Context: an optimization exercise on an open-source flow, tuned for small area and a short achievable clock period. The choices shown serve that exercise and are no tape-out recipe. Only simulation tests tie the RTL to the original design; equivalence was not proved. Power and IR drop assume default switching activity.

## flow/flow/run.sh

```bash
#!/bin/bash
# The standard layout (standard.sh), with two changes made through ORFS
# variables: the port buffers start as buf_2 (timing repair sizes up the
# critical ones), and clock tree synthesis clusters up to 24 flip-flops within
# 80 um per clkbuf_16 and inserts no dummy loads. make's full output goes to
# standard.log here; ORFS keeps each step's log under orfs/logs/.
set -euo pipefail
export BUFFER_PORTS_ARGS="-buffer_cell sky130_fd_sc_hd__buf_2"
export CTS_ARGS="-sink_clustering_enable -repair_clock_nets -dont_use_dummy_load -buf_list sky130_fd_sc_hd__clkbuf_16 -sink_clustering_size 24 -sink_clustering_max_diameter 80"
bash standard.sh > standard.log 2>&1
```

## flow/standard.sh

```bash
#!/bin/bash
# synth_recipe.tcl (not shown) runs the flow's synth.tcl, then flattens the netlist and writes it again
# the make line also repeats each setting of config.mk as NAME=value (left out here)
make -C /OpenROAD-flow-scripts/flow DESIGN_CONFIG=/design/flow/config.mk WORK_HOME=/design/flow/orfs CLKGATE_MAP_FILE= SYNTH_SCRIPT=/design/flow/synth_recipe.tcl "${@:-finish}"
```

## flow/config.mk

```make
export PLATFORM = sky130hd
export DESIGN_NAME = SingleCycleMIPS
export DESIGN_NICKNAME = SingleCycleMIPS
export VERILOG_FILES = /design/flow/design.v
export SDC_FILE = /design/flow/constraint.sdc
export NUM_CORES = 4
export LEC_CHECK = 0
export CAP_MARGIN = 20
export CORE_MARGIN = 2
export CORE_UTILIZATION = 50
export PLACE_DENSITY = 0.65
export SETUP_SLACK_MARGIN = 2.4
export SLEW_MARGIN = 20
export SYNTH_HIERARCHICAL = 1
```

## flow/constraint.sdc

```tcl
create_clock -name core_clock -period 11.5 [get_ports {CLK}]
set_input_delay 2.3000 -clock core_clock [delete_from_list [all_inputs] [get_ports {CLK}]]
set_output_delay 2.3000 -clock core_clock [all_outputs]
set_load 0.01 [all_outputs]
```

## flow/design.v

```verilog
module SingleCycleMIPS(
    CLK,
    RST,
    IR_addr,
    IR,
    RF_writedata,
    ReadDataMem,
    CEN,
    WEN,
    A,
    ReadData2,
    OEN
);
input           CLK, RST;
input   [31:0]  IR;
output  [31:0]  IR_addr, RF_writedata;
input   [31:0]  ReadDataMem;
output          CEN;
output          WEN;
output  [ 6:0]  A;
output  [31:0]  ReadData2;
output          OEN;
wire    [5:0]   op = IR[31:26];
wire    [4:0]   rs = IR[25:21];
wire    [4:0]   rt = IR[20:16];
wire    [4:0]   rd = IR[15:11];
wire    [3:0]   fn = IR[3:0];
wire    op_r   = (op == 6'h00);
wire    op_lw  = (op == 6'h23);
wire    op_sw  = (op == 6'h2b);
wire    op_beq = (op == 6'h04);
wire    op_j   = (op == 6'h02);
wire    op_jal = (op == 6'h03);
wire    op_jr  = op_r & (IR[5:0] == 6'h08);
assign CEN = ~(op_lw | op_sw);
assign OEN = ~op_lw;
assign WEN = ~op_sw;
reg     [31:0]  PC;
assign IR_addr = PC;
wire    [31:0]  PC4 = {PC[31:2] + 30'd1, PC[1:0]};
reg     [991:0] R;
reg     [31:1]  V;
wire            RegWrite = op_r | op_lw | op_jal;
wire    [4:0]   Wreg     = op_jal ? 5'd31 : (op_r ? rd : rt);
wire    [31:0]  WriteDataN;    
wire    [31:0]  ReadData1;
reg     [31:1]  we;
integer         i;
always @(*)
  for (i = 1; i < 32; i = i + 1)
    we[i]   = RegWrite & (Wreg == i);
wire    [31:1]  seln1, seln2;
rf_seldec sd1 (.r(rs), .V(V), .seln(seln1));
rf_seldec sd2 (.r(rt), .V(V), .seln(seln2));
wire    [31:1]  hold = ~we & V;
wire    [991:0] Rnext;
genvar          k, j;
generate
  for (k = 1; k < 32; k = k + 1) begin : wrow
    for (j = 0; j < 32; j = j + 1) begin : wbit
      g_ao22 u (.a1(we[k]), .a2(WriteDataN[j]), .b1(hold[k]), .b2(R[32*(k-1)+j]),
                .y(Rnext[32*(k-1)+j]));
    end
  end
endgenerate
always @(posedge CLK)
  R <= Rnext;
always @(posedge CLK or posedge RST) begin
  if (RST)
    V <= 31'd0;
  else
    V <= V | we;
end
generate
  for (j = 0; j < 32; j = j + 1) begin : rbit
    wire [31:1] col;
    for (k = 1; k < 32; k = k + 1) begin : c
      assign col[k] = R[32*(k-1)+j];
    end
    rf_rbit u1 (.sn(seln1), .dn(col), .y(ReadData1[j]));
    rf_rbit u2 (.sn(seln2), .dn(col), .y(ReadData2[j]));
  end
endgenerate
wire    [31:0]  a = ReadData1;
wire    [31:0]  b = ReadData2;
wire            sub    = (fn == 4'b0010) | (fn == 4'b1010) | op_beq;
wire            f_sum  = (fn == 4'b0000) | (fn == 4'b0010);
wire            f_or   = (fn == 4'b0101);
wire            f_slt  = (fn == 4'b1010);
wire            f_and  = ~(f_sum | f_or | f_slt);
wire            alu    = ~(op_jal | op_lw);
wire            s_sum  = alu & f_sum;
wire            s_or   = alu & f_or;
wire            s_and  = alu & f_and;
wire            s_slt  = alu & f_slt;
wire    [31:0]  pn;             
wire    [31:0]  gn;             
wire    [31:0]  a_and_b = {~gn[31:1], a[0] & b[0]};
wire    [31:0]  a_or_b  = {~(pn[31:1] & gn[31:1]), a[0] | b[0]};
wire    [31:0]  other = ({32{s_or}}   & a_or_b) |
                        ({32{s_and}}  & a_and_b) |
                        ({32{op_jal}} & PC4) |
                        ({32{op_lw}}  & ReadDataMem);
wire    [31:0]  x0, x1;
assign x0[31:1] = ({31{s_sum}} & ~pn[31:1]) | other[31:1];
assign x1[31:1] = ({31{s_sum}} &  pn[31:1]) | other[31:1];
wire            b0   = ({s_sum} & ~pn[0] & ~sub) | ({s_sum} & pn[0] & sub) | other[0];
wire            dsgn = a[31] ^ b[31];
assign x0[0] = s_slt ? (dsgn ? a[31] : ~pn[31]) : b0;
assign x1[0] = s_slt ? (dsgn ? a[31] :  pn[31]) : b0;
alu_core alu_core (.a(a), .b(b), .sub(sub), .x0(x0), .x1(x1), .nx0(~x0), .nx1(~x1),
                   .pn(pn), .gn(gn), .y(RF_writedata), .ywn(WriteDataN));
wire    [8:0]   ea = a[8:0] + IR[8:0];
assign A = ea[8:2];
wire    [16:0]  ba_lo = {1'b0, PC4[17:2]} + {1'b0, IR[15:0]};
wire    [13:0]  ba_hi = (ba_lo[16] & ~IR[15]) ? PC4[31:18] + 14'd1 :
                        (~ba_lo[16] & IR[15]) ? PC4[31:18] - 14'd1 : PC4[31:18];
wire    [31:0]  BranchAddr = {ba_hi, ba_lo[15:0], PC4[1:0]};
wire            taken = op_beq & ~|pn;
wire    [31:0]  PCnext = op_jr            ? a :
                         (op_j | op_jal)  ? {PC4[31:28], IR[25:0], 2'b00} :
                         taken            ? BranchAddr : PC4;
always @(posedge CLK or posedge RST) begin
  if (RST)
    PC <= 32'd0;
  else
    PC <= PCnext;
end
endmodule
module rf_seldec(r, V, seln);
input   [4:0]   r;
input   [31:1]  V;
output  [31:1]  seln;
wire    [3:0]   hi;
wire    [7:0]   lo;
g_nor2  h0 (.a(r[3]), .b(r[4]), .y(hi[0]));
g_nor2b h1 (.an(r[4]), .b(r[3]), .y(hi[1]));
g_nor2b h2 (.an(r[3]), .b(r[4]), .y(hi[2]));
g_and2  h3 (.a(r[3]), .b(r[4]), .y(hi[3]));
g_nor3  l0 (.a(r[0]), .b(r[1]), .c(r[2]), .y(lo[0]));
g_nor3b l1 (.a(r[1]), .b(r[2]), .c(r[0]), .y(lo[1]));
g_nor3b l2 (.a(r[0]), .b(r[2]), .c(r[1]), .y(lo[2]));
g_and3b l3 (.an(r[2]), .b(r[0]), .c(r[1]), .y(lo[3]));
g_nor3b l4 (.a(r[0]), .b(r[1]), .c(r[2]), .y(lo[4]));
g_and3b l5 (.an(r[1]), .b(r[0]), .c(r[2]), .y(lo[5]));
g_and3b l6 (.an(r[0]), .b(r[1]), .c(r[2]), .y(lo[6]));
g_and3  l7 (.a(r[0]), .b(r[1]), .c(r[2]), .y(lo[7]));
genvar  k;
generate
  for (k = 1; k < 32; k = k + 1) begin : s
    g_nand3 u (.a(hi[k / 8]), .b(lo[k % 8]), .c(V[k]), .y(seln[k]));
  end
endgenerate
endmodule
module rf_rbit(sn, dn, y);
input   [31:1]  sn, dn;
output          y;
wire    [15:0]  p;
genvar          g;
generate
  for (g = 0; g < 15; g = g + 1) begin : grp
    g_o22ai u (.a1(sn[2*g+1]), .a2(dn[2*g+1]), .b1(sn[2*g+2]), .b2(dn[2*g+2]), .y(p[g]));
  end
endgenerate
g_nor2  u15 (.a(sn[31]), .b(dn[31]), .y(p[15]));
assign y = |p;
endmodule
module alu_core(a, b, sub, x0, x1, nx0, nx1, pn, gn, y, ywn);
input   [31:0]  a, b, x0, x1, nx0, nx1;
input           sub;
output  [31:0]  pn, gn, y, ywn;
wire    [31:0]  bx;
wire            G1_1;
wire            G1_2;
wire            P1_2;
wire            G1_3;
wire            P1_3;
wire            G1_4;
wire            P1_4;
wire            G1_5;
wire            P1_5;
wire            G1_6;
wire            P1_6;
wire            G1_7;
wire            P1_7;
wire            G1_8;
wire            P1_8;
wire            G1_9;
wire            P1_9;
wire            G1_10;
wire            P1_10;
wire            G1_11;
wire            P1_11;
wire            G1_12;
wire            P1_12;
wire            G1_13;
wire            P1_13;
wire            G1_14;
wire            P1_14;
wire            G1_15;
wire            P1_15;
wire            G1_16;
wire            P1_16;
wire            G1_17;
wire            P1_17;
wire            G1_18;
wire            P1_18;
wire            G1_19;
wire            P1_19;
wire            G1_20;
wire            P1_20;
wire            G1_21;
wire            P1_21;
wire            G1_22;
wire            P1_22;
wire            G1_23;
wire            P1_23;
wire            G1_24;
wire            P1_24;
wire            G1_25;
wire            P1_25;
wire            G1_26;
wire            P1_26;
wire            G1_27;
wire            P1_27;
wire            G1_28;
wire            P1_28;
wire            G1_29;
wire            P1_29;
wire            G1_30;
wire            P1_30;
wire            G1_31;
wire            P1_31;
wire            G2_2;
wire            gn_0_inv;
wire            G2_3;
wire            G2_4;
wire            P2_4;
wire            G2_5;
wire            P2_5;
wire            G2_6;
wire            P2_6;
wire            G2_7;
wire            P2_7;
wire            G2_8;
wire            P2_8;
wire            G2_9;
wire            P2_9;
wire            G2_10;
wire            P2_10;
wire            G2_11;
wire            P2_11;
wire            G2_12;
wire            P2_12;
wire            G2_13;
wire            P2_13;
wire            G2_14;
wire            P2_14;
wire            G2_15;
wire            P2_15;
wire            G2_16;
wire            P2_16;
wire            G2_17;
wire            P2_17;
wire            G2_18;
wire            P2_18;
wire            G2_19;
wire            P2_19;
wire            G2_20;
wire            P2_20;
wire            G2_21;
wire            P2_21;
wire            G2_22;
wire            P2_22;
wire            G2_23;
wire            P2_23;
wire            G2_24;
wire            P2_24;
wire            G2_25;
wire            P2_25;
wire            G2_26;
wire            P2_26;
wire            G2_27;
wire            P2_27;
wire            G2_28;
wire            P2_28;
wire            G2_29;
wire            P2_29;
wire            G2_30;
wire            P2_30;
wire            G2_31;
wire            P2_31;
wire            G3_4;
wire            G3_5;
wire            G1_1_inv;
wire            G3_6;
wire            G3_7;
wire            G3_8;
wire            P3_8;
wire            G3_9;
wire            P3_9;
wire            G3_10;
wire            P3_10;
wire            G3_11;
wire            P3_11;
wire            G3_12;
wire            P3_12;
wire            G3_13;
wire            P3_13;
wire            G3_14;
wire            P3_14;
wire            G3_15;
wire            P3_15;
wire            G3_16;
wire            P3_16;
wire            G3_17;
wire            P3_17;
wire            G3_18;
wire            P3_18;
wire            G3_19;
wire            P3_19;
wire            G3_20;
wire            P3_20;
wire            G3_21;
wire            P3_21;
wire            G3_22;
wire            P3_22;
wire            G3_23;
wire            P3_23;
wire            G3_24;
wire            P3_24;
wire            G3_25;
wire            P3_25;
wire            G3_26;
wire            P3_26;
wire            G3_27;
wire            P3_27;
wire            G3_28;
wire            P3_28;
wire            G3_29;
wire            P3_29;
wire            G3_30;
wire            P3_30;
wire            G3_31;
wire            P3_31;
wire            G4_8;
wire            G4_9;
wire            G4_10;
wire            G2_2_inv;
wire            G4_11;
wire            G2_3_inv;
wire            G4_12;
wire            G4_13;
wire            G4_14;
wire            G4_15;
wire            G4_16;
wire            P4_16;
wire            G4_17;
wire            P4_17;
wire            G4_18;
wire            P4_18;
wire            G4_19;
wire            P4_19;
wire            G4_20;
wire            P4_20;
wire            G4_21;
wire            P4_21;
wire            G4_22;
wire            P4_22;
wire            G4_23;
wire            P4_23;
wire            G4_24;
wire            P4_24;
wire            G4_25;
wire            P4_25;
wire            G4_26;
wire            P4_26;
wire            G4_27;
wire            P4_27;
wire            G4_28;
wire            P4_28;
wire            G4_29;
wire            P4_29;
wire            G4_30;
wire            P4_30;
wire            G4_31;
wire            P4_31;
wire            G5_16;
wire            G5_17;
wire            G5_18;
wire            G5_19;
wire            G5_20;
wire            G3_4_inv;
wire            G5_21;
wire            G3_5_inv;
wire            G5_22;
wire            G3_6_inv;
wire            G5_23;
wire            G3_7_inv;
wire            G5_24;
wire            G5_25;
wire            G5_26;
wire            G5_27;
wire            G5_28;
wire            G5_29;
wire            G5_30;
wire            G5_31;
g_xor2 u1 (.a(b[0]), .b(sub), .y(bx[0]));
g_xnor2 u2 (.a(a[0]), .b(bx[0]), .y(pn[0]));
g_majn u3 (.a(a[0]), .b(bx[0]), .c(sub), .y(gn[0]));
g_xor2 u4 (.a(b[1]), .b(sub), .y(bx[1]));
g_xnor2 u5 (.a(a[1]), .b(bx[1]), .y(pn[1]));
g_nand2 u6 (.a(a[1]), .b(bx[1]), .y(gn[1]));
g_xor2 u7 (.a(b[2]), .b(sub), .y(bx[2]));
g_xnor2 u8 (.a(a[2]), .b(bx[2]), .y(pn[2]));
g_nand2 u9 (.a(a[2]), .b(bx[2]), .y(gn[2]));
g_xor2 u10 (.a(b[3]), .b(sub), .y(bx[3]));
g_xnor2 u11 (.a(a[3]), .b(bx[3]), .y(pn[3]));
g_nand2 u12 (.a(a[3]), .b(bx[3]), .y(gn[3]));
g_xor2 u13 (.a(b[4]), .b(sub), .y(bx[4]));
g_xnor2 u14 (.a(a[4]), .b(bx[4]), .y(pn[4]));
g_nand2 u15 (.a(a[4]), .b(bx[4]), .y(gn[4]));
g_xor2 u16 (.a(b[5]), .b(sub), .y(bx[5]));
g_xnor2 u17 (.a(a[5]), .b(bx[5]), .y(pn[5]));
g_nand2 u18 (.a(a[5]), .b(bx[5]), .y(gn[5]));
g_xor2 u19 (.a(b[6]), .b(sub), .y(bx[6]));
g_xnor2 u20 (.a(a[6]), .b(bx[6]), .y(pn[6]));
g_nand2 u21 (.a(a[6]), .b(bx[6]), .y(gn[6]));
g_xor2 u22 (.a(b[7]), .b(sub), .y(bx[7]));
g_xnor2 u23 (.a(a[7]), .b(bx[7]), .y(pn[7]));
g_nand2 u24 (.a(a[7]), .b(bx[7]), .y(gn[7]));
g_xor2 u25 (.a(b[8]), .b(sub), .y(bx[8]));
g_xnor2 u26 (.a(a[8]), .b(bx[8]), .y(pn[8]));
g_nand2 u27 (.a(a[8]), .b(bx[8]), .y(gn[8]));
g_xor2 u28 (.a(b[9]), .b(sub), .y(bx[9]));
g_xnor2 u29 (.a(a[9]), .b(bx[9]), .y(pn[9]));
g_nand2 u30 (.a(a[9]), .b(bx[9]), .y(gn[9]));
g_xor2 u31 (.a(b[10]), .b(sub), .y(bx[10]));
g_xnor2 u32 (.a(a[10]), .b(bx[10]), .y(pn[10]));
g_nand2 u33 (.a(a[10]), .b(bx[10]), .y(gn[10]));
g_xor2 u34 (.a(b[11]), .b(sub), .y(bx[11]));
g_xnor2 u35 (.a(a[11]), .b(bx[11]), .y(pn[11]));
g_nand2 u36 (.a(a[11]), .b(bx[11]), .y(gn[11]));
g_xor2 u37 (.a(b[12]), .b(sub), .y(bx[12]));
g_xnor2 u38 (.a(a[12]), .b(bx[12]), .y(pn[12]));
g_nand2 u39 (.a(a[12]), .b(bx[12]), .y(gn[12]));
g_xor2 u40 (.a(b[13]), .b(sub), .y(bx[13]));
g_xnor2 u41 (.a(a[13]), .b(bx[13]), .y(pn[13]));
g_nand2 u42 (.a(a[13]), .b(bx[13]), .y(gn[13]));
g_xor2 u43 (.a(b[14]), .b(sub), .y(bx[14]));
g_xnor2 u44 (.a(a[14]), .b(bx[14]), .y(pn[14]));
g_nand2 u45 (.a(a[14]), .b(bx[14]), .y(gn[14]));
g_xor2 u46 (.a(b[15]), .b(sub), .y(bx[15]));
g_xnor2 u47 (.a(a[15]), .b(bx[15]), .y(pn[15]));
g_nand2 u48 (.a(a[15]), .b(bx[15]), .y(gn[15]));
g_xor2 u49 (.a(b[16]), .b(sub), .y(bx[16]));
g_xnor2 u50 (.a(a[16]), .b(bx[16]), .y(pn[16]));
g_nand2 u51 (.a(a[16]), .b(bx[16]), .y(gn[16]));
g_xor2 u52 (.a(b[17]), .b(sub), .y(bx[17]));
g_xnor2 u53 (.a(a[17]), .b(bx[17]), .y(pn[17]));
g_nand2 u54 (.a(a[17]), .b(bx[17]), .y(gn[17]));
g_xor2 u55 (.a(b[18]), .b(sub), .y(bx[18]));
g_xnor2 u56 (.a(a[18]), .b(bx[18]), .y(pn[18]));
g_nand2 u57 (.a(a[18]), .b(bx[18]), .y(gn[18]));
g_xor2 u58 (.a(b[19]), .b(sub), .y(bx[19]));
g_xnor2 u59 (.a(a[19]), .b(bx[19]), .y(pn[19]));
g_nand2 u60 (.a(a[19]), .b(bx[19]), .y(gn[19]));
g_xor2 u61 (.a(b[20]), .b(sub), .y(bx[20]));
g_xnor2 u62 (.a(a[20]), .b(bx[20]), .y(pn[20]));
g_nand2 u63 (.a(a[20]), .b(bx[20]), .y(gn[20]));
g_xor2 u64 (.a(b[21]), .b(sub), .y(bx[21]));
g_xnor2 u65 (.a(a[21]), .b(bx[21]), .y(pn[21]));
g_nand2 u66 (.a(a[21]), .b(bx[21]), .y(gn[21]));
g_xor2 u67 (.a(b[22]), .b(sub), .y(bx[22]));
g_xnor2 u68 (.a(a[22]), .b(bx[22]), .y(pn[22]));
g_nand2 u69 (.a(a[22]), .b(bx[22]), .y(gn[22]));
g_xor2 u70 (.a(b[23]), .b(sub), .y(bx[23]));
g_xnor2 u71 (.a(a[23]), .b(bx[23]), .y(pn[23]));
g_nand2 u72 (.a(a[23]), .b(bx[23]), .y(gn[23]));
g_xor2 u73 (.a(b[24]), .b(sub), .y(bx[24]));
g_xnor2 u74 (.a(a[24]), .b(bx[24]), .y(pn[24]));
g_nand2 u75 (.a(a[24]), .b(bx[24]), .y(gn[24]));
g_xor2 u76 (.a(b[25]), .b(sub), .y(bx[25]));
g_xnor2 u77 (.a(a[25]), .b(bx[25]), .y(pn[25]));
g_nand2 u78 (.a(a[25]), .b(bx[25]), .y(gn[25]));
g_xor2 u79 (.a(b[26]), .b(sub), .y(bx[26]));
g_xnor2 u80 (.a(a[26]), .b(bx[26]), .y(pn[26]));
g_nand2 u81 (.a(a[26]), .b(bx[26]), .y(gn[26]));
g_xor2 u82 (.a(b[27]), .b(sub), .y(bx[27]));
g_xnor2 u83 (.a(a[27]), .b(bx[27]), .y(pn[27]));
g_nand2 u84 (.a(a[27]), .b(bx[27]), .y(gn[27]));
g_xor2 u85 (.a(b[28]), .b(sub), .y(bx[28]));
g_xnor2 u86 (.a(a[28]), .b(bx[28]), .y(pn[28]));
g_nand2 u87 (.a(a[28]), .b(bx[28]), .y(gn[28]));
g_xor2 u88 (.a(b[29]), .b(sub), .y(bx[29]));
g_xnor2 u89 (.a(a[29]), .b(bx[29]), .y(pn[29]));
g_nand2 u90 (.a(a[29]), .b(bx[29]), .y(gn[29]));
g_xor2 u91 (.a(b[30]), .b(sub), .y(bx[30]));
g_xnor2 u92 (.a(a[30]), .b(bx[30]), .y(pn[30]));
g_nand2 u93 (.a(a[30]), .b(bx[30]), .y(gn[30]));
g_xor2 u94 (.a(b[31]), .b(sub), .y(bx[31]));
g_xnor2 u95 (.a(a[31]), .b(bx[31]), .y(pn[31]));
g_nand2 u96 (.a(a[31]), .b(bx[31]), .y(gn[31]));
g_oai21 u97 (.a1(pn[1]), .a2(gn[0]), .b1(gn[1]), .y(G1_1));
g_oai21 u98 (.a1(pn[2]), .a2(gn[1]), .b1(gn[2]), .y(G1_2));
g_nor2 u99 (.a(pn[2]), .b(pn[1]), .y(P1_2));
g_oai21 u100 (.a1(pn[3]), .a2(gn[2]), .b1(gn[3]), .y(G1_3));
g_nor2 u101 (.a(pn[3]), .b(pn[2]), .y(P1_3));
g_oai21 u102 (.a1(pn[4]), .a2(gn[3]), .b1(gn[4]), .y(G1_4));
g_nor2 u103 (.a(pn[4]), .b(pn[3]), .y(P1_4));
g_oai21 u104 (.a1(pn[5]), .a2(gn[4]), .b1(gn[5]), .y(G1_5));
g_nor2 u105 (.a(pn[5]), .b(pn[4]), .y(P1_5));
g_oai21 u106 (.a1(pn[6]), .a2(gn[5]), .b1(gn[6]), .y(G1_6));
g_nor2 u107 (.a(pn[6]), .b(pn[5]), .y(P1_6));
g_oai21 u108 (.a1(pn[7]), .a2(gn[6]), .b1(gn[7]), .y(G1_7));
g_nor2 u109 (.a(pn[7]), .b(pn[6]), .y(P1_7));
g_oai21 u110 (.a1(pn[8]), .a2(gn[7]), .b1(gn[8]), .y(G1_8));
g_nor2 u111 (.a(pn[8]), .b(pn[7]), .y(P1_8));
g_oai21 u112 (.a1(pn[9]), .a2(gn[8]), .b1(gn[9]), .y(G1_9));
g_nor2 u113 (.a(pn[9]), .b(pn[8]), .y(P1_9));
g_oai21 u114 (.a1(pn[10]), .a2(gn[9]), .b1(gn[10]), .y(G1_10));
g_nor2 u115 (.a(pn[10]), .b(pn[9]), .y(P1_10));
g_oai21 u116 (.a1(pn[11]), .a2(gn[10]), .b1(gn[11]), .y(G1_11));
g_nor2 u117 (.a(pn[11]), .b(pn[10]), .y(P1_11));
g_oai21 u118 (.a1(pn[12]), .a2(gn[11]), .b1(gn[12]), .y(G1_12));
g_nor2 u119 (.a(pn[12]), .b(pn[11]), .y(P1_12));
g_oai21 u120 (.a1(pn[13]), .a2(gn[12]), .b1(gn[13]), .y(G1_13));
g_nor2 u121 (.a(pn[13]), .b(pn[12]), .y(P1_13));
g_oai21 u122 (.a1(pn[14]), .a2(gn[13]), .b1(gn[14]), .y(G1_14));
g_nor2 u123 (.a(pn[14]), .b(pn[13]), .y(P1_14));
g_oai21 u124 (.a1(pn[15]), .a2(gn[14]), .b1(gn[15]), .y(G1_15));
g_nor2 u125 (.a(pn[15]), .b(pn[14]), .y(P1_15));
g_oai21 u126 (.a1(pn[16]), .a2(gn[15]), .b1(gn[16]), .y(G1_16));
g_nor2 u127 (.a(pn[16]), .b(pn[15]), .y(P1_16));
g_oai21 u128 (.a1(pn[17]), .a2(gn[16]), .b1(gn[17]), .y(G1_17));
g_nor2 u129 (.a(pn[17]), .b(pn[16]), .y(P1_17));
g_oai21 u130 (.a1(pn[18]), .a2(gn[17]), .b1(gn[18]), .y(G1_18));
g_nor2 u131 (.a(pn[18]), .b(pn[17]), .y(P1_18));
g_oai21 u132 (.a1(pn[19]), .a2(gn[18]), .b1(gn[19]), .y(G1_19));
g_nor2 u133 (.a(pn[19]), .b(pn[18]), .y(P1_19));
g_oai21 u134 (.a1(pn[20]), .a2(gn[19]), .b1(gn[20]), .y(G1_20));
g_nor2 u135 (.a(pn[20]), .b(pn[19]), .y(P1_20));
g_oai21 u136 (.a1(pn[21]), .a2(gn[20]), .b1(gn[21]), .y(G1_21));
g_nor2 u137 (.a(pn[21]), .b(pn[20]), .y(P1_21));
g_oai21 u138 (.a1(pn[22]), .a2(gn[21]), .b1(gn[22]), .y(G1_22));
g_nor2 u139 (.a(pn[22]), .b(pn[21]), .y(P1_22));
g_oai21 u140 (.a1(pn[23]), .a2(gn[22]), .b1(gn[23]), .y(G1_23));
g_nor2 u141 (.a(pn[23]), .b(pn[22]), .y(P1_23));
g_oai21 u142 (.a1(pn[24]), .a2(gn[23]), .b1(gn[24]), .y(G1_24));
g_nor2 u143 (.a(pn[24]), .b(pn[23]), .y(P1_24));
g_oai21 u144 (.a1(pn[25]), .a2(gn[24]), .b1(gn[25]), .y(G1_25));
g_nor2 u145 (.a(pn[25]), .b(pn[24]), .y(P1_25));
g_oai21 u146 (.a1(pn[26]), .a2(gn[25]), .b1(gn[26]), .y(G1_26));
g_nor2 u147 (.a(pn[26]), .b(pn[25]), .y(P1_26));
g_oai21 u148 (.a1(pn[27]), .a2(gn[26]), .b1(gn[27]), .y(G1_27));
g_nor2 u149 (.a(pn[27]), .b(pn[26]), .y(P1_27));
g_oai21 u150 (.a1(pn[28]), .a2(gn[27]), .b1(gn[28]), .y(G1_28));
g_nor2 u151 (.a(pn[28]), .b(pn[27]), .y(P1_28));
g_oai21 u152 (.a1(pn[29]), .a2(gn[28]), .b1(gn[29]), .y(G1_29));
g_nor2 u153 (.a(pn[29]), .b(pn[28]), .y(P1_29));
g_oai21 u154 (.a1(pn[30]), .a2(gn[29]), .b1(gn[30]), .y(G1_30));
g_nor2 u155 (.a(pn[30]), .b(pn[29]), .y(P1_30));
g_oai21 u156 (.a1(pn[31]), .a2(gn[30]), .b1(gn[31]), .y(G1_31));
g_nor2 u157 (.a(pn[31]), .b(pn[30]), .y(P1_31));
g_inv u158 (.a(gn[0]), .y(gn_0_inv));
g_aoi21 u159 (.a1(P1_2), .a2(gn_0_inv), .b1(G1_2), .y(G2_2));
g_aoi21 u160 (.a1(P1_3), .a2(G1_1), .b1(G1_3), .y(G2_3));
g_aoi21 u161 (.a1(P1_4), .a2(G1_2), .b1(G1_4), .y(G2_4));
g_nand2 u162 (.a(P1_4), .b(P1_2), .y(P2_4));
g_aoi21 u163 (.a1(P1_5), .a2(G1_3), .b1(G1_5), .y(G2_5));
g_nand2 u164 (.a(P1_5), .b(P1_3), .y(P2_5));
g_aoi21 u165 (.a1(P1_6), .a2(G1_4), .b1(G1_6), .y(G2_6));
g_nand2 u166 (.a(P1_6), .b(P1_4), .y(P2_6));
g_aoi21 u167 (.a1(P1_7), .a2(G1_5), .b1(G1_7), .y(G2_7));
g_nand2 u168 (.a(P1_7), .b(P1_5), .y(P2_7));
g_aoi21 u169 (.a1(P1_8), .a2(G1_6), .b1(G1_8), .y(G2_8));
g_nand2 u170 (.a(P1_8), .b(P1_6), .y(P2_8));
g_aoi21 u171 (.a1(P1_9), .a2(G1_7), .b1(G1_9), .y(G2_9));
g_nand2 u172 (.a(P1_9), .b(P1_7), .y(P2_9));
g_aoi21 u173 (.a1(P1_10), .a2(G1_8), .b1(G1_10), .y(G2_10));
g_nand2 u174 (.a(P1_10), .b(P1_8), .y(P2_10));
g_aoi21 u175 (.a1(P1_11), .a2(G1_9), .b1(G1_11), .y(G2_11));
g_nand2 u176 (.a(P1_11), .b(P1_9), .y(P2_11));
g_aoi21 u177 (.a1(P1_12), .a2(G1_10), .b1(G1_12), .y(G2_12));
g_nand2 u178 (.a(P1_12), .b(P1_10), .y(P2_12));
g_aoi21 u179 (.a1(P1_13), .a2(G1_11), .b1(G1_13), .y(G2_13));
g_nand2 u180 (.a(P1_13), .b(P1_11), .y(P2_13));
g_aoi21 u181 (.a1(P1_14), .a2(G1_12), .b1(G1_14), .y(G2_14));
g_nand2 u182 (.a(P1_14), .b(P1_12), .y(P2_14));
g_aoi21 u183 (.a1(P1_15), .a2(G1_13), .b1(G1_15), .y(G2_15));
g_nand2 u184 (.a(P1_15), .b(P1_13), .y(P2_15));
g_aoi21 u185 (.a1(P1_16), .a2(G1_14), .b1(G1_16), .y(G2_16));
g_nand2 u186 (.a(P1_16), .b(P1_14), .y(P2_16));
g_aoi21 u187 (.a1(P1_17), .a2(G1_15), .b1(G1_17), .y(G2_17));
g_nand2 u188 (.a(P1_17), .b(P1_15), .y(P2_17));
g_aoi21 u189 (.a1(P1_18), .a2(G1_16), .b1(G1_18), .y(G2_18));
g_nand2 u190 (.a(P1_18), .b(P1_16), .y(P2_18));
g_aoi21 u191 (.a1(P1_19), .a2(G1_17), .b1(G1_19), .y(G2_19));
g_nand2 u192 (.a(P1_19), .b(P1_17), .y(P2_19));
g_aoi21 u193 (.a1(P1_20), .a2(G1_18), .b1(G1_20), .y(G2_20));
g_nand2 u194 (.a(P1_20), .b(P1_18), .y(P2_20));
g_aoi21 u195 (.a1(P1_21), .a2(G1_19), .b1(G1_21), .y(G2_21));
g_nand2 u196 (.a(P1_21), .b(P1_19), .y(P2_21));
g_aoi21 u197 (.a1(P1_22), .a2(G1_20), .b1(G1_22), .y(G2_22));
g_nand2 u198 (.a(P1_22), .b(P1_20), .y(P2_22));
g_aoi21 u199 (.a1(P1_23), .a2(G1_21), .b1(G1_23), .y(G2_23));
g_nand2 u200 (.a(P1_23), .b(P1_21), .y(P2_23));
g_aoi21 u201 (.a1(P1_24), .a2(G1_22), .b1(G1_24), .y(G2_24));
g_nand2 u202 (.a(P1_24), .b(P1_22), .y(P2_24));
g_aoi21 u203 (.a1(P1_25), .a2(G1_23), .b1(G1_25), .y(G2_25));
g_nand2 u204 (.a(P1_25), .b(P1_23), .y(P2_25));
g_aoi21 u205 (.a1(P1_26), .a2(G1_24), .b1(G1_26), .y(G2_26));
g_nand2 u206 (.a(P1_26), .b(P1_24), .y(P2_26));
g_aoi21 u207 (.a1(P1_27), .a2(G1_25), .b1(G1_27), .y(G2_27));
g_nand2 u208 (.a(P1_27), .b(P1_25), .y(P2_27));
g_aoi21 u209 (.a1(P1_28), .a2(G1_26), .b1(G1_28), .y(G2_28));
g_nand2 u210 (.a(P1_28), .b(P1_26), .y(P2_28));
g_aoi21 u211 (.a1(P1_29), .a2(G1_27), .b1(G1_29), .y(G2_29));
g_nand2 u212 (.a(P1_29), .b(P1_27), .y(P2_29));
g_aoi21 u213 (.a1(P1_30), .a2(G1_28), .b1(G1_30), .y(G2_30));
g_nand2 u214 (.a(P1_30), .b(P1_28), .y(P2_30));
g_aoi21 u215 (.a1(P1_31), .a2(G1_29), .b1(G1_31), .y(G2_31));
g_nand2 u216 (.a(P1_31), .b(P1_29), .y(P2_31));
g_oai21 u217 (.a1(P2_4), .a2(gn[0]), .b1(G2_4), .y(G3_4));
g_inv u218 (.a(G1_1), .y(G1_1_inv));
g_oai21 u219 (.a1(P2_5), .a2(G1_1_inv), .b1(G2_5), .y(G3_5));
g_oai21 u220 (.a1(P2_6), .a2(G2_2), .b1(G2_6), .y(G3_6));
g_oai21 u221 (.a1(P2_7), .a2(G2_3), .b1(G2_7), .y(G3_7));
g_oai21 u222 (.a1(P2_8), .a2(G2_4), .b1(G2_8), .y(G3_8));
g_nor2 u223 (.a(P2_8), .b(P2_4), .y(P3_8));
g_oai21 u224 (.a1(P2_9), .a2(G2_5), .b1(G2_9), .y(G3_9));
g_nor2 u225 (.a(P2_9), .b(P2_5), .y(P3_9));
g_oai21 u226 (.a1(P2_10), .a2(G2_6), .b1(G2_10), .y(G3_10));
g_nor2 u227 (.a(P2_10), .b(P2_6), .y(P3_10));
g_oai21 u228 (.a1(P2_11), .a2(G2_7), .b1(G2_11), .y(G3_11));
g_nor2 u229 (.a(P2_11), .b(P2_7), .y(P3_11));
g_oai21 u230 (.a1(P2_12), .a2(G2_8), .b1(G2_12), .y(G3_12));
g_nor2 u231 (.a(P2_12), .b(P2_8), .y(P3_12));
g_oai21 u232 (.a1(P2_13), .a2(G2_9), .b1(G2_13), .y(G3_13));
g_nor2 u233 (.a(P2_13), .b(P2_9), .y(P3_13));
g_oai21 u234 (.a1(P2_14), .a2(G2_10), .b1(G2_14), .y(G3_14));
g_nor2 u235 (.a(P2_14), .b(P2_10), .y(P3_14));
g_oai21 u236 (.a1(P2_15), .a2(G2_11), .b1(G2_15), .y(G3_15));
g_nor2 u237 (.a(P2_15), .b(P2_11), .y(P3_15));
g_oai21 u238 (.a1(P2_16), .a2(G2_12), .b1(G2_16), .y(G3_16));
g_nor2 u239 (.a(P2_16), .b(P2_12), .y(P3_16));
g_oai21 u240 (.a1(P2_17), .a2(G2_13), .b1(G2_17), .y(G3_17));
g_nor2 u241 (.a(P2_17), .b(P2_13), .y(P3_17));
g_oai21 u242 (.a1(P2_18), .a2(G2_14), .b1(G2_18), .y(G3_18));
g_nor2 u243 (.a(P2_18), .b(P2_14), .y(P3_18));
g_oai21 u244 (.a1(P2_19), .a2(G2_15), .b1(G2_19), .y(G3_19));
g_nor2 u245 (.a(P2_19), .b(P2_15), .y(P3_19));
g_oai21 u246 (.a1(P2_20), .a2(G2_16), .b1(G2_20), .y(G3_20));
g_nor2 u247 (.a(P2_20), .b(P2_16), .y(P3_20));
g_oai21 u248 (.a1(P2_21), .a2(G2_17), .b1(G2_21), .y(G3_21));
g_nor2 u249 (.a(P2_21), .b(P2_17), .y(P3_21));
g_oai21 u250 (.a1(P2_22), .a2(G2_18), .b1(G2_22), .y(G3_22));
g_nor2 u251 (.a(P2_22), .b(P2_18), .y(P3_22));
g_oai21 u252 (.a1(P2_23), .a2(G2_19), .b1(G2_23), .y(G3_23));
g_nor2 u253 (.a(P2_23), .b(P2_19), .y(P3_23));
g_oai21 u254 (.a1(P2_24), .a2(G2_20), .b1(G2_24), .y(G3_24));
g_nor2 u255 (.a(P2_24), .b(P2_20), .y(P3_24));
g_oai21 u256 (.a1(P2_25), .a2(G2_21), .b1(G2_25), .y(G3_25));
g_nor2 u257 (.a(P2_25), .b(P2_21), .y(P3_25));
g_oai21 u258 (.a1(P2_26), .a2(G2_22), .b1(G2_26), .y(G3_26));
g_nor2 u259 (.a(P2_26), .b(P2_22), .y(P3_26));
g_oai21 u260 (.a1(P2_27), .a2(G2_23), .b1(G2_27), .y(G3_27));
g_nor2 u261 (.a(P2_27), .b(P2_23), .y(P3_27));
g_oai21 u262 (.a1(P2_28), .a2(G2_24), .b1(G2_28), .y(G3_28));
g_nor2 u263 (.a(P2_28), .b(P2_24), .y(P3_28));
g_oai21 u264 (.a1(P2_29), .a2(G2_25), .b1(G2_29), .y(G3_29));
g_nor2 u265 (.a(P2_29), .b(P2_25), .y(P3_29));
g_oai21 u266 (.a1(P2_30), .a2(G2_26), .b1(G2_30), .y(G3_30));
g_nor2 u267 (.a(P2_30), .b(P2_26), .y(P3_30));
g_oai21 u268 (.a1(P2_31), .a2(G2_27), .b1(G2_31), .y(G3_31));
g_nor2 u269 (.a(P2_31), .b(P2_27), .y(P3_31));
g_aoi21 u270 (.a1(P3_8), .a2(gn_0_inv), .b1(G3_8), .y(G4_8));
g_aoi21 u271 (.a1(P3_9), .a2(G1_1), .b1(G3_9), .y(G4_9));
g_inv u272 (.a(G2_2), .y(G2_2_inv));
g_aoi21 u273 (.a1(P3_10), .a2(G2_2_inv), .b1(G3_10), .y(G4_10));
g_inv u274 (.a(G2_3), .y(G2_3_inv));
g_aoi21 u275 (.a1(P3_11), .a2(G2_3_inv), .b1(G3_11), .y(G4_11));
g_aoi21 u276 (.a1(P3_12), .a2(G3_4), .b1(G3_12), .y(G4_12));
g_aoi21 u277 (.a1(P3_13), .a2(G3_5), .b1(G3_13), .y(G4_13));
g_aoi21 u278 (.a1(P3_14), .a2(G3_6), .b1(G3_14), .y(G4_14));
g_aoi21 u279 (.a1(P3_15), .a2(G3_7), .b1(G3_15), .y(G4_15));
g_aoi21 u280 (.a1(P3_16), .a2(G3_8), .b1(G3_16), .y(G4_16));
g_nand2 u281 (.a(P3_16), .b(P3_8), .y(P4_16));
g_aoi21 u282 (.a1(P3_17), .a2(G3_9), .b1(G3_17), .y(G4_17));
g_nand2 u283 (.a(P3_17), .b(P3_9), .y(P4_17));
g_aoi21 u284 (.a1(P3_18), .a2(G3_10), .b1(G3_18), .y(G4_18));
g_nand2 u285 (.a(P3_18), .b(P3_10), .y(P4_18));
g_aoi21 u286 (.a1(P3_19), .a2(G3_11), .b1(G3_19), .y(G4_19));
g_nand2 u287 (.a(P3_19), .b(P3_11), .y(P4_19));
g_aoi21 u288 (.a1(P3_20), .a2(G3_12), .b1(G3_20), .y(G4_20));
g_nand2 u289 (.a(P3_20), .b(P3_12), .y(P4_20));
g_aoi21 u290 (.a1(P3_21), .a2(G3_13), .b1(G3_21), .y(G4_21));
g_nand2 u291 (.a(P3_21), .b(P3_13), .y(P4_21));
g_aoi21 u292 (.a1(P3_22), .a2(G3_14), .b1(G3_22), .y(G4_22));
g_nand2 u293 (.a(P3_22), .b(P3_14), .y(P4_22));
g_aoi21 u294 (.a1(P3_23), .a2(G3_15), .b1(G3_23), .y(G4_23));
g_nand2 u295 (.a(P3_23), .b(P3_15), .y(P4_23));
g_aoi21 u296 (.a1(P3_24), .a2(G3_16), .b1(G3_24), .y(G4_24));
g_nand2 u297 (.a(P3_24), .b(P3_16), .y(P4_24));
g_aoi21 u298 (.a1(P3_25), .a2(G3_17), .b1(G3_25), .y(G4_25));
g_nand2 u299 (.a(P3_25), .b(P3_17), .y(P4_25));
g_aoi21 u300 (.a1(P3_26), .a2(G3_18), .b1(G3_26), .y(G4_26));
g_nand2 u301 (.a(P3_26), .b(P3_18), .y(P4_26));
g_aoi21 u302 (.a1(P3_27), .a2(G3_19), .b1(G3_27), .y(G4_27));
g_nand2 u303 (.a(P3_27), .b(P3_19), .y(P4_27));
g_aoi21 u304 (.a1(P3_28), .a2(G3_20), .b1(G3_28), .y(G4_28));
g_nand2 u305 (.a(P3_28), .b(P3_20), .y(P4_28));
g_aoi21 u306 (.a1(P3_29), .a2(G3_21), .b1(G3_29), .y(G4_29));
g_nand2 u307 (.a(P3_29), .b(P3_21), .y(P4_29));
g_aoi21 u308 (.a1(P3_30), .a2(G3_22), .b1(G3_30), .y(G4_30));
g_nand2 u309 (.a(P3_30), .b(P3_22), .y(P4_30));
g_aoi21 u310 (.a1(P3_31), .a2(G3_23), .b1(G3_31), .y(G4_31));
g_nand2 u311 (.a(P3_31), .b(P3_23), .y(P4_31));
g_oai21 u312 (.a1(P4_16), .a2(gn[0]), .b1(G4_16), .y(G5_16));
g_oai21 u313 (.a1(P4_17), .a2(G1_1_inv), .b1(G4_17), .y(G5_17));
g_oai21 u314 (.a1(P4_18), .a2(G2_2), .b1(G4_18), .y(G5_18));
g_oai21 u315 (.a1(P4_19), .a2(G2_3), .b1(G4_19), .y(G5_19));
g_inv u316 (.a(G3_4), .y(G3_4_inv));
g_oai21 u317 (.a1(P4_20), .a2(G3_4_inv), .b1(G4_20), .y(G5_20));
g_inv u318 (.a(G3_5), .y(G3_5_inv));
g_oai21 u319 (.a1(P4_21), .a2(G3_5_inv), .b1(G4_21), .y(G5_21));
g_inv u320 (.a(G3_6), .y(G3_6_inv));
g_oai21 u321 (.a1(P4_22), .a2(G3_6_inv), .b1(G4_22), .y(G5_22));
g_inv u322 (.a(G3_7), .y(G3_7_inv));
g_oai21 u323 (.a1(P4_23), .a2(G3_7_inv), .b1(G4_23), .y(G5_23));
g_oai21 u324 (.a1(P4_24), .a2(G4_8), .b1(G4_24), .y(G5_24));
g_oai21 u325 (.a1(P4_25), .a2(G4_9), .b1(G4_25), .y(G5_25));
g_oai21 u326 (.a1(P4_26), .a2(G4_10), .b1(G4_26), .y(G5_26));
g_oai21 u327 (.a1(P4_27), .a2(G4_11), .b1(G4_27), .y(G5_27));
g_oai21 u328 (.a1(P4_28), .a2(G4_12), .b1(G4_28), .y(G5_28));
g_oai21 u329 (.a1(P4_29), .a2(G4_13), .b1(G4_29), .y(G5_29));
g_oai21 u330 (.a1(P4_30), .a2(G4_14), .b1(G4_30), .y(G5_30));
g_oai21 u331 (.a1(P4_31), .a2(G4_15), .b1(G4_31), .y(G5_31));
g_mux2i u332 (.a0(nx0[0]), .a1(nx1[0]), .s(G5_30), .y(y[0]));
g_mux2i u333 (.a0(x0[0]), .a1(x1[0]), .s(G5_30), .y(ywn[0]));
g_mux2i u334 (.a0(nx0[1]), .a1(nx1[1]), .s(gn_0_inv), .y(y[1]));
g_mux2i u335 (.a0(x0[1]), .a1(x1[1]), .s(gn_0_inv), .y(ywn[1]));
g_mux2i u336 (.a0(nx0[2]), .a1(nx1[2]), .s(G1_1), .y(y[2]));
g_mux2i u337 (.a0(x0[2]), .a1(x1[2]), .s(G1_1), .y(ywn[2]));
g_mux2i u338 (.a0(nx0[3]), .a1(nx1[3]), .s(G2_2_inv), .y(y[3]));
g_mux2i u339 (.a0(x0[3]), .a1(x1[3]), .s(G2_2_inv), .y(ywn[3]));
g_mux2i u340 (.a0(nx0[4]), .a1(nx1[4]), .s(G2_3_inv), .y(y[4]));
g_mux2i u341 (.a0(x0[4]), .a1(x1[4]), .s(G2_3_inv), .y(ywn[4]));
g_mux2i u342 (.a0(nx0[5]), .a1(nx1[5]), .s(G3_4), .y(y[5]));
g_mux2i u343 (.a0(x0[5]), .a1(x1[5]), .s(G3_4), .y(ywn[5]));
g_mux2i u344 (.a0(nx0[6]), .a1(nx1[6]), .s(G3_5), .y(y[6]));
g_mux2i u345 (.a0(x0[6]), .a1(x1[6]), .s(G3_5), .y(ywn[6]));
g_mux2i u346 (.a0(nx0[7]), .a1(nx1[7]), .s(G3_6), .y(y[7]));
g_mux2i u347 (.a0(x0[7]), .a1(x1[7]), .s(G3_6), .y(ywn[7]));
g_mux2i u348 (.a0(nx0[8]), .a1(nx1[8]), .s(G3_7), .y(y[8]));
g_mux2i u349 (.a0(x0[8]), .a1(x1[8]), .s(G3_7), .y(ywn[8]));
g_mux2i u350 (.a0(nx1[9]), .a1(nx0[9]), .s(G4_8), .y(y[9]));
g_mux2i u351 (.a0(x1[9]), .a1(x0[9]), .s(G4_8), .y(ywn[9]));
g_mux2i u352 (.a0(nx1[10]), .a1(nx0[10]), .s(G4_9), .y(y[10]));
g_mux2i u353 (.a0(x1[10]), .a1(x0[10]), .s(G4_9), .y(ywn[10]));
g_mux2i u354 (.a0(nx1[11]), .a1(nx0[11]), .s(G4_10), .y(y[11]));
g_mux2i u355 (.a0(x1[11]), .a1(x0[11]), .s(G4_10), .y(ywn[11]));
g_mux2i u356 (.a0(nx1[12]), .a1(nx0[12]), .s(G4_11), .y(y[12]));
g_mux2i u357 (.a0(x1[12]), .a1(x0[12]), .s(G4_11), .y(ywn[12]));
g_mux2i u358 (.a0(nx1[13]), .a1(nx0[13]), .s(G4_12), .y(y[13]));
g_mux2i u359 (.a0(x1[13]), .a1(x0[13]), .s(G4_12), .y(ywn[13]));
g_mux2i u360 (.a0(nx1[14]), .a1(nx0[14]), .s(G4_13), .y(y[14]));
g_mux2i u361 (.a0(x1[14]), .a1(x0[14]), .s(G4_13), .y(ywn[14]));
g_mux2i u362 (.a0(nx1[15]), .a1(nx0[15]), .s(G4_14), .y(y[15]));
g_mux2i u363 (.a0(x1[15]), .a1(x0[15]), .s(G4_14), .y(ywn[15]));
g_mux2i u364 (.a0(nx1[16]), .a1(nx0[16]), .s(G4_15), .y(y[16]));
g_mux2i u365 (.a0(x1[16]), .a1(x0[16]), .s(G4_15), .y(ywn[16]));
g_mux2i u366 (.a0(nx0[17]), .a1(nx1[17]), .s(G5_16), .y(y[17]));
g_mux2i u367 (.a0(x0[17]), .a1(x1[17]), .s(G5_16), .y(ywn[17]));
g_mux2i u368 (.a0(nx0[18]), .a1(nx1[18]), .s(G5_17), .y(y[18]));
g_mux2i u369 (.a0(x0[18]), .a1(x1[18]), .s(G5_17), .y(ywn[18]));
g_mux2i u370 (.a0(nx0[19]), .a1(nx1[19]), .s(G5_18), .y(y[19]));
g_mux2i u371 (.a0(x0[19]), .a1(x1[19]), .s(G5_18), .y(ywn[19]));
g_mux2i u372 (.a0(nx0[20]), .a1(nx1[20]), .s(G5_19), .y(y[20]));
g_mux2i u373 (.a0(x0[20]), .a1(x1[20]), .s(G5_19), .y(ywn[20]));
g_mux2i u374 (.a0(nx0[21]), .a1(nx1[21]), .s(G5_20), .y(y[21]));
g_mux2i u375 (.a0(x0[21]), .a1(x1[21]), .s(G5_20), .y(ywn[21]));
g_mux2i u376 (.a0(nx0[22]), .a1(nx1[22]), .s(G5_21), .y(y[22]));
g_mux2i u377 (.a0(x0[22]), .a1(x1[22]), .s(G5_21), .y(ywn[22]));
g_mux2i u378 (.a0(nx0[23]), .a1(nx1[23]), .s(G5_22), .y(y[23]));
g_mux2i u379 (.a0(x0[23]), .a1(x1[23]), .s(G5_22), .y(ywn[23]));
g_mux2i u380 (.a0(nx0[24]), .a1(nx1[24]), .s(G5_23), .y(y[24]));
g_mux2i u381 (.a0(x0[24]), .a1(x1[24]), .s(G5_23), .y(ywn[24]));
g_mux2i u382 (.a0(nx0[25]), .a1(nx1[25]), .s(G5_24), .y(y[25]));
g_mux2i u383 (.a0(x0[25]), .a1(x1[25]), .s(G5_24), .y(ywn[25]));
g_mux2i u384 (.a0(nx0[26]), .a1(nx1[26]), .s(G5_25), .y(y[26]));
g_mux2i u385 (.a0(x0[26]), .a1(x1[26]), .s(G5_25), .y(ywn[26]));
g_mux2i u386 (.a0(nx0[27]), .a1(nx1[27]), .s(G5_26), .y(y[27]));
g_mux2i u387 (.a0(x0[27]), .a1(x1[27]), .s(G5_26), .y(ywn[27]));
g_mux2i u388 (.a0(nx0[28]), .a1(nx1[28]), .s(G5_27), .y(y[28]));
g_mux2i u389 (.a0(x0[28]), .a1(x1[28]), .s(G5_27), .y(ywn[28]));
g_mux2i u390 (.a0(nx0[29]), .a1(nx1[29]), .s(G5_28), .y(y[29]));
g_mux2i u391 (.a0(x0[29]), .a1(x1[29]), .s(G5_28), .y(ywn[29]));
g_mux2i u392 (.a0(nx0[30]), .a1(nx1[30]), .s(G5_29), .y(y[30]));
g_mux2i u393 (.a0(x0[30]), .a1(x1[30]), .s(G5_29), .y(ywn[30]));
g_mux2i u394 (.a0(nx0[31]), .a1(nx1[31]), .s(G5_30), .y(y[31]));
g_mux2i u395 (.a0(x0[31]), .a1(x1[31]), .s(G5_30), .y(ywn[31]));
endmodule
module g_inv(a, y);
input   a;
output  y;
assign y = ~a;
endmodule
module g_nand2(a, b, y);
input   a, b;
output  y;
assign y = ~(a & b);
endmodule
module g_nor2(a, b, y);
input   a, b;
output  y;
assign y = ~(a | b);
endmodule
module g_xor2(a, b, y);
input   a, b;
output  y;
assign y = a ^ b;
endmodule
module g_xnor2(a, b, y);
input   a, b;
output  y;
assign y = ~(a ^ b);
endmodule
module g_nand3(a, b, c, y);
input   a, b, c;
output  y;
assign y = ~(a & b & c);
endmodule
module g_nand4(a, b, c, d, y);
input   a, b, c, d;
output  y;
assign y = ~(a & b & c & d);
endmodule
module g_nor3(a, b, c, y);
input   a, b, c;
output  y;
assign y = ~(a | b | c);
endmodule
module g_and2(a, b, y);
input   a, b;
output  y;
assign y = a & b;
endmodule
module g_and3(a, b, c, y);
input   a, b, c;
output  y;
assign y = a & b & c;
endmodule
module g_nor4(a, b, c, d, y);
input   a, b, c, d;
output  y;
assign y = ~(a | b | c | d);
endmodule
module g_o22ai(a1, a2, b1, b2, y);
input   a1, a2, b1, b2;
output  y;
assign y = ~((a1 | a2) & (b1 | b2));
endmodule
module g_nor2b(an, b, y);
input   an, b;
output  y;
assign y = ~an & b;
endmodule
module g_and3b(an, b, c, y);
input   an, b, c;
output  y;
assign y = ~an & b & c;
endmodule
module g_nor3b(a, b, c, y);
input   a, b, c;
output  y;
assign y = ~a & ~b & c;
endmodule
module g_aoi21(a1, a2, b1, y);
input   a1, a2, b1;
output  y;
assign y = ~((a1 & a2) | b1);
endmodule
module g_oai21(a1, a2, b1, y);
input   a1, a2, b1;
output  y;
assign y = ~((a1 | a2) & b1);
endmodule
module g_mux2i(a0, a1, s, y);
input   a0, a1, s;
output  y;
assign y = ~(s ? a1 : a0);
endmodule
module g_majn(a, b, c, y);
input   a, b, c;
output  y;
assign y = ~((a & b) | (c & (a | b)));
endmodule
module g_ao22(a1, a2, b1, b2, y);
input   a1, a2, b1, b2;
output  y;
assign y = (a1 & a2) | (b1 & b2);
endmodule
```

==> results.py, run 1 <==
metrics = {
    "die": {
        "die_area_mm2": 0.0958,
        "fp.dieW_um": 310,
        "pin_count": 172,
        "initial_core_util_pct": 50.3,
        "coreArea_mm2": 0.0929,
        "fp.dieH_um": 310,
        "num_rows": 112,
    },
    "yosys": {
        "synthTopCellsByArea": "dfxtp_1 (43%), a22o_1 (19%), o22ai_1 (13%), nor4_1 (3.7%), dfrtp_1 (3.4%)",
        "synth_cells": 4741,
        "synth_cell_types": 80,
        "synth_top_area_share_pct": 42.5,
        "synth_compound_area_share_pct": 36.8,
        "netlist_top_cells_count": "a22o_1 (993), dfxtp_1 (992), o22ai_1 (970), nor4_1 (273), nor2_1 (226)",
        "postSynthAreaPerCell_um2": 9.85,
        "yosysMostFrequentCell": "a22o_1",
        "synth_edf_count": 0,
        "synthFlopType": "dfxtp_1",
        "synth_mux_area_share_pct": 1.59,
        "synth_top_family_by_area": "compound AO/OA/AOI/OAI gates",
        "netlist_area_mm2": 0.0467,
        "synth-xor-area-share_pct": 2.23,
        "synth_top_cell_by_area": "dfxtp_1",
        "synth-seq-cells": 1055,
        "synth_adder_area_share_pct": 0.740,
        "synthSimpleGateAreaFrac_pct": 11.6,
        "synth_nets": 4834,
        "ys_async_sr_fraction_pct": 5.97,
        "ys_seq_area_share_pct": 45.9,
        "ys_warn_count": 7,
    },
    "clock_network": {
        "cts_made_buffers": 55,
        "clockBufferDepth": 3,
        "ctsRootBufferMaster": "clkbuf_16",
        "htreeDepth": 2,
        "cts_tree": "yes",
        "clock_latency_ps": 740,
        "cts.sinks": 1055,
        "clk_pin_slew_ps": 70,
    },
    "sta": {
        "final.period_utilization_pct": 80.3,
        "max-slew-margin-rel_pct": 19.0,
        "hold_violations": 0,
        "final.setup_skew_ps": 92.8,
        "worst_slew_pin_slew_ps": 1210,
        "fmax_ghz": 0.108,
        "tns_ps": 0,
        "rsz0062_at_grt": "yes",
        "period_needed_ps": 9240,
        "setup_viol": 0,
        "maxSlewViolCount": 0,
        "holdWs_ps": 502,
    },
    "detailed_routing": {
        "drc": 0,
        "antenna_left": 0,
        "drt-total-wl_mm": 256,
        "via_per_inst": 7.83,
        "wl_met1_mm": 88.3,
        "dr_wl_met3_mm": 39.7,
        "initialDrtViolationCount": 8795,
        "firstDrtPassIters": 14,
        "wire_per_inst_um": 39.1,
        "vias": 51194,
        "routed-wl-met2_mm": 102,
        "dr.max_layer_used": "met5",
    },
    "grt": {
        "grtUsageTotal_pct": 51.6,
        "grt_max_degree": 50,
        "grt_pass1_vias": 46000,
        "grt_pass1_wl_mm": 355,
        "antenna_found_initial": 35,
        "overflow": 0,
    },
    "critical_path": {
        "setup.worst_path.start": "IR[23]",
        "crit_arrival_ps": 6940,
        "worst_ep_required_time_ps": 9200,
        "end_kind": "output pin",
        "reg2reg_from": "PC[2]",
        "slowest_stage": "nor4_4",
        "cp.buffers_inverters": 4,
        "worst-setup-path-type": "in2out",
        "cp-start-kind": "input port",
        "path_max_fanout": 13,
        "cpPeakStageDelay_ps": 820,
        "critPathTopFamily": "simple AND/OR/NAND/NOR gates",
        "path_cells": "buf_2 -> and3_1 -> nand3_4 -> buf_4 -> o22ai_1 -> nor4_4 -> nand4_1 -> xnor2_2 -> o21ai_1 -> a21oi_2 -> o21ai_2 -> a21oi_4 -> mux2i_1 -> buf_4 -> buf_2",
    },
    "placement": {
        "place.gp.congestion": 1.08,
        "numPortBuffers": 171,
        "hpwl_mm": 170,
    },
    "power": {
        "power.density_mw_per_mm2": 131,
        "ir_drop_mv": 0.150,
        "leakagePower_nw": 22.1,
    },
    "worst_hold_path": {
        "worstHoldStart": "R[678]",
        "worstHoldPathType": "reg2reg",
    },
    "finish": {
        "area_growth_syn_to_layout_pct": 20.6,
        "layout.nets": 5362,
        "layout-drive-gt1-share_pct": 19.4,
    },
    "status": {
        "status": "complete, no violations",
    },
    "run": {
        "maxCapViolations": 0,
    },
}
[through the flow]
| step | cell area, µm² | util (%) | setup slack, ps | std cells | total power, W |
|---|---|---|---|---|---|
| 2_1_floorplan | 46700 | - | 3320 | 4741 | 0.00453 |
| 3_3_place_gp | 52200 | 56.2 | 385 | 6401 | 0.00518 |
| 3_5_place_dp | 52400 | 56.4 | 1000 | 6409 | 0.00518 |
| 4_1_cts | 55400 | 59.6 | 2350 | 6495 | 0.00722 |
| 5_1_grt | 56300 | 60.6 | 2360 | 6523 | 0.00752 |
| 6_report | 56300 | 60.6 | 2260 | 6540 | 0.00738 |
[kinds of logic (layout without fill, tap and decap cells)]
kind of cell,count (synthesis),after routing
AOI/OAI and AO/OA,2322,2322
xor gates and xnor gates,117,117
adders and majority gates,27,27
buffers and inverters,135,661
DFF,1055,1055
muxes,74,74
other,0,19
and+or+nand+nor,1011,1011
[report_power, final]
group / internal, W / total [W] / leakage [nW] / switching (W)
clock: 0.000850 / 0.00210 / 0.678 / 0.00125
combinational: 0.000438 / 0.00151 / 12.6 / 0.00107
sequential: 0.00370 / 0.00378 / 8.80 / 0.0000800
[routing by layer]
metal | track usage [%] | vias up
li1 | - | 20813
met1 | 60.8 | 24514
met2 | 72.3 | 4637
met3 | 22.9 | 1190
met4 | 41.1 | 40
met5 | 1.82 | -
[worst register-to-register path, stage by stage, from the launching register on]
cell and delay, ps:
dfrtp_1 510, ha_1 250, nand3_1 620, nor2_2 1050, nand3_1 200, xnor2_1 710
ha_1 420, and2_1 190, a22oi_1 210, nor2b_1 330, a211o_2 360, nand3_1 230
a21boi_1 590, o211ai_1 330, xor2_1 220, o21ai_1 140
[final cells by class]
cell class | instances | area [µm²]
fillers | 8067 | 36600
multi-input cells | 3551 | 27800
flip-flops and latches | 1055 | 21400
repair buffers | 511 | 3720
well taps | 1254 | 1570
clock buffers | 55 | 1380
inverters | 95 | 357
diodes | 19 | 47.5
[Yosys stat by module (local to each module, per instance), excerpt]
module / cell area (µm²) / flip-flops and latches / cells inside / times used
g_nand3: 5.00 / 0 / 1 / 62
g_majn: 12.5 / 0 / 2 / 1
g_and3: 6.26 / 0 / 1 / 2
g_ao22: 8.76 / 0 / 1 / 992
g_o22ai: 6.26 / 0 / 1 / 960
g_nor3b: 12.5 / 0 / 1 / 6
g_mux2i: 10.0 / 0 / 1 / 64
SingleCycleMIPS: 26700 / 1055 / 1932 / 1
[worst paths after layout]
check,slack [ps],to,cells after the start
max,2260,RF_writedata[12],15
max in group asynchronous,8700,V[28],3
min,500,R[678],1
min in group asynchronous,1580,PC[22],2
max reg2reg,5060,PC[31],15
min reg2reg,500,R[678],1
[layout by cell type (no fill, tap or decap), drive strengths merged, types with 29 or more instances in the layout]
cell,count
a21oi,83
nand2,162
o211ai,29
xor2,52
dfxtp,992
inv,93
o21ai,140
dfrtp,63
clkbuf,62
a22o,993
nand4,80
mux2i,73
buf,504
nor4,275
nor3,36
nor2b,29
nand3,97
xnor2,65
or2,30
o22ai,971
nor2,226
[state kept, by name, summed over array words and instances (netlist names)]
signal  count
V          31
PC         32
R         992
[what timing repair did]
action	CTS	global route
setup buffers	31	20
resized for setup	206	107
cloned	0	0
pin swaps	27	28
hold buffers	0	0
endpoints found under the setup margin	36	31
==> run 2: changes to the inputs <==
--- a/flow/config.mk
+++ b/flow/config.mk
@@ -7,8 +7,8 @@
 export LEC_CHECK = 0
 export CAP_MARGIN = 20
 export CORE_MARGIN = 2
-export CORE_UTILIZATION = 50
-export PLACE_DENSITY = 0.65
+export CORE_UTILIZATION = 55
+export PLACE_DENSITY = 0.68
 export SETUP_SLACK_MARGIN = 2.4
 export SLEW_MARGIN = 20
 export SYNTH_HIERARCHICAL = 1
==> results.py, run 2 <==
metrics = {
    "status": {
        "status": "complete, no violations",
    },
    "die": {
        "die_area_mm2": 0.0872,
        "initial_core_util_pct": 55.7,
        "fp.dieW_um": 295,
        "fp.dieH_um": 295,
        "pin_count": 172,
        "num_rows": 106,
        "coreArea_mm2": 0.0838,
    },
    "clock_network": {
        "clock_latency_ps": 690,
        "cts.sinks": 1055,
        "cts_made_buffers": 54,
        "clockBufferDepth": 3,
        "cts_hold_buf": 0,
        "cts_tree": "yes",
        "clk_pin_slew_ps": 50,
        "ctsRootBufferMaster": "clkbuf_16",
        "htreeDepth": 2,
    },
    "power": {
        "power.density_mw_per_mm2": 131,
        "ir_drop_mv": 0.134,
        "leakagePower_nw": 22.0,
    },
    "yosys": {
        "yosysMostFrequentCell": "a22o_1",
        "synth_cell_types": 80,
        "postSynthAreaPerCell_um2": 9.85,
        "synth_top_area_share_pct": 42.5,
        "synth_cells": 4741,
        "ys_warn_count": 7,
        "synth-seq-cells": 1055,
        "synthTopCellsByArea": "dfxtp_1 (43%), a22o_1 (19%), o22ai_1 (13%), nor4_1 (3.7%), dfrtp_1 (3.4%)",
        "ys_async_sr_fraction_pct": 5.97,
        "synthFlopType": "dfxtp_1",
        "netlist_area_mm2": 0.0467,
        "synth_edf_count": 0,
        "ys_seq_area_share_pct": 45.9,
        "synth_nets": 4834,
        "netlist_top_cells_count": "a22o_1 (993), dfxtp_1 (992), o22ai_1 (970), nor4_1 (273), nor2_1 (226)",
        "synth_top_cell_by_area": "dfxtp_1",
    },
    "placement": {
        "placedInstanceArea_mm2": 0.0522,
        "place.gp.congestion": 1.09,
        "hpwl_mm": 166,
        "placedCellCount": 6318,
        "numPortBuffers": 171,
        "dp_slack_ps": 882,
    },
    "sta": {
        "final.period_utilization_pct": 81.7,
        "rsz0062_at_grt": "yes",
        "period_needed_ps": 9390,
        "maxSlewViolCount": 0,
        "hold_violations": 0,
        "fmax_ghz": 0.106,
        "setup_viol": 0,
        "max-slew-margin-rel_pct": 14.7,
        "setup_slack_ps": 2110,
        "tns_ps": 0,
        "final.setup_skew_ps": 107,
        "worst_slew_pin_slew_ps": 1280,
    },
    "finish": {
        "stdcell_area_mm2": 0.0560,
        "layout.nets": 5400,
        "finalCoreUtilization_pct": 66.8,
        "ff_latch_area_mm2": 0.0214,
        "reg_top3": "R x992, PC x32, V x31",
        "largest_register_ffs": 992,
        "fillCellCount": 6889,
        "layout_commonest_cell": "a22o_1",
        "layout_common_cells": "a22o_1 (993), dfxtp_1 (992), o22ai_1 (970)",
        "top_register": "R",
        "multi_input_area_mm2": 0.0276,
        "area_growth_syn_to_layout_pct": 20.0,
        "fin_cells": 6459,
        "layout-drive-gt1-share_pct": 19.9,
    },
    "grt": {
        "grt_max_degree": 64,
        "antenna_found_initial": 33,
        "grtUsageTotal_pct": 54.4,
        "grt_pass1_vias": 46465,
        "overflow": 0,
        "grt_pass1_wl_mm": 345,
    },
    "detailed_routing": {
        "drc": 0,
        "initialDrtViolationCount": 9068,
        "vias": 52157,
        "antenna_left": 0,
        "via_per_inst": 8.08,
        "drt-total-wl_mm": 247,
        "firstDrtPassIters": 7,
        "wire_per_inst_um": 38.3,
    },
    "critical_path": {
        "slowest_stage": "nand4_1",
        "end_kind": "output pin",
        "path_cells": "buf_2 -> and3_1 -> nand3_2 -> buf_4 -> o22ai_1 -> nor4_2 -> nand4_1 -> xnor2_2 -> nor2_1 -> nand2_1 -> nor2_1 -> nand2_1 -> o21ai_4 -> mux2i_4 -> buf_2",
        "worst-setup-path-type": "in2out",
        "worst_ep_required_time_ps": 9200,
        "crit_arrival_ps": 7090,
        "cp-start-kind": "input port",
        "critPathTopFamily": "simple AND/OR/NAND/NOR gates",
        "cpPeakStageDelay_ps": 610,
        "path_max_fanout": 13,
        "cp.buffers_inverters": 3,
    },
    "run": {
        "maxCapViolations": 0,
    },
    "worst_hold_path": {
        "worstHoldPathType": "reg2reg",
    },
}
## run 2: cell counts after synthesis
No cell type changed its count.
## run 2: modules after synthesis, one instance, submodules excluded, excerpt
| module | cell area [µm²] | flip-flops and latches | times used |
|---|---|---|---|
| g_nor3 | 10.0 | 0 | 2 |
| g_nor2b | 13.8 | 0 | 4 |
| g_o22ai | 6.26 | 0 | 960 |
| g_oai21 | 5.00 | 0 | 72 |
| rf_rbit | 31.3 | 0 | 64 |
| g_inv | 3.75 | 0 | 8 |
| g_and3b | 8.76 | 0 | 6 |
| g_mux2i | 10.0 | 0 | 64 |
| g_majn | 12.5 | 0 | 1 |
| g_ao22 | 8.76 | 0 | 992 |
| g_and3 | 6.26 | 0 | 2 |
| g_aoi21 | 8.76 | 0 | 52 |
## run 2: power breakdown
group | internal, W | switching [W] | total, W
Clock | 0.000835 | 0.00120 | 0.00204
Combinational | 0.000439 | 0.00107 | 0.00151
Sequential | 0.00370 | 0.0000762 | 0.00377
Total | 0.00497 | 0.00235 | 0.00731
## run 2: kinds of logic after synthesis
kind of cell	after synthesis	share of synthesized area [%]
simple gates	1011	11.6
mux	74	1.59
buf+inv	135	1.17
compound gates	2322	36.8
xor+xnor	117	2.23
fa+ha+maj	27	0.740
flops	1055	45.9
## run 2: cell type report
cell class              count  share of cell area [%]
multi-input cells        3551                    49.3
flip-flops and latches   1055                    38.3
clock buffers              54                    2.41
well taps                1134                    2.53
inverters                  95                   0.636
repair buffers            550                    6.75
diodes                     20                  0.0893
## run 2: final timing paths
check	startpoint	to	slack, ps	cells after the start
setup / recovery	IR[23]	RF_writedata[26]	2110	15
hold / removal	R[712]	R[712]	500	1
setup reg to reg	V[30]	PC[31]	5320	14
hold reg to reg	R[712]	R[712]	500	1
max in group asynchronous	RST	V[29]	8740	3
min in group asynchronous	RST	PC[24]	1970	3
## run 2: repair_timing
item,4_1_cts,5_1_grt
hold endpoints to repair,0,0
endpoints found under the setup margin,38,27
resized for setup,203,86
buffers inserted,30,35
pin swaps,21,36
## run 2: metal layers
layer  track usage, %  wire length (µm)
met3             24.0             41800
met4             42.4             26000
met2             74.9             95200
met1             66.0             83600
met5            0.942               508
## run 2: stage by stage
step           total power, W  hold WS (ps)
2_1_floorplan         0.00453           463
3_3_place_gp          0.00515           475
3_5_place_dp          0.00516           478
4_1_cts               0.00714           500
5_1_grt               0.00744           517
6_report              0.00732           504

-- separate check: timing with driven ports --
No port has a modelled driver above. Below, the same layouts with a new extraction and two added sets of constraints.
Step 1 sets driving cells, clkbuf_16 on the clock port and buf_2 on the other inputs (assumed; they add their load-dependent delay and slew).
Step 2 moves the port delays by t, midway between the first and last clock arrival at a register: inputs arrive t later, outputs are due t later. That takes back most of the time a late clock gives input paths.
a / b / c = no drivers / after step 1 / after step 2; a / b = the first two.
run | t (ns) | setup WS [ns] | latest minus earliest clock arrival (ns) | worst data-port slew with drivers (ns)
run 1 | 0.760 | 2.261 / 2.238 / 2.238 | 0.093 / 0.093 | 0.16
run 2 | 0.711 | 2.108 / 2.085 / 2.085 | 0.107 / 0.107 | 0.12
After both steps every run listed still meets setup and hold.
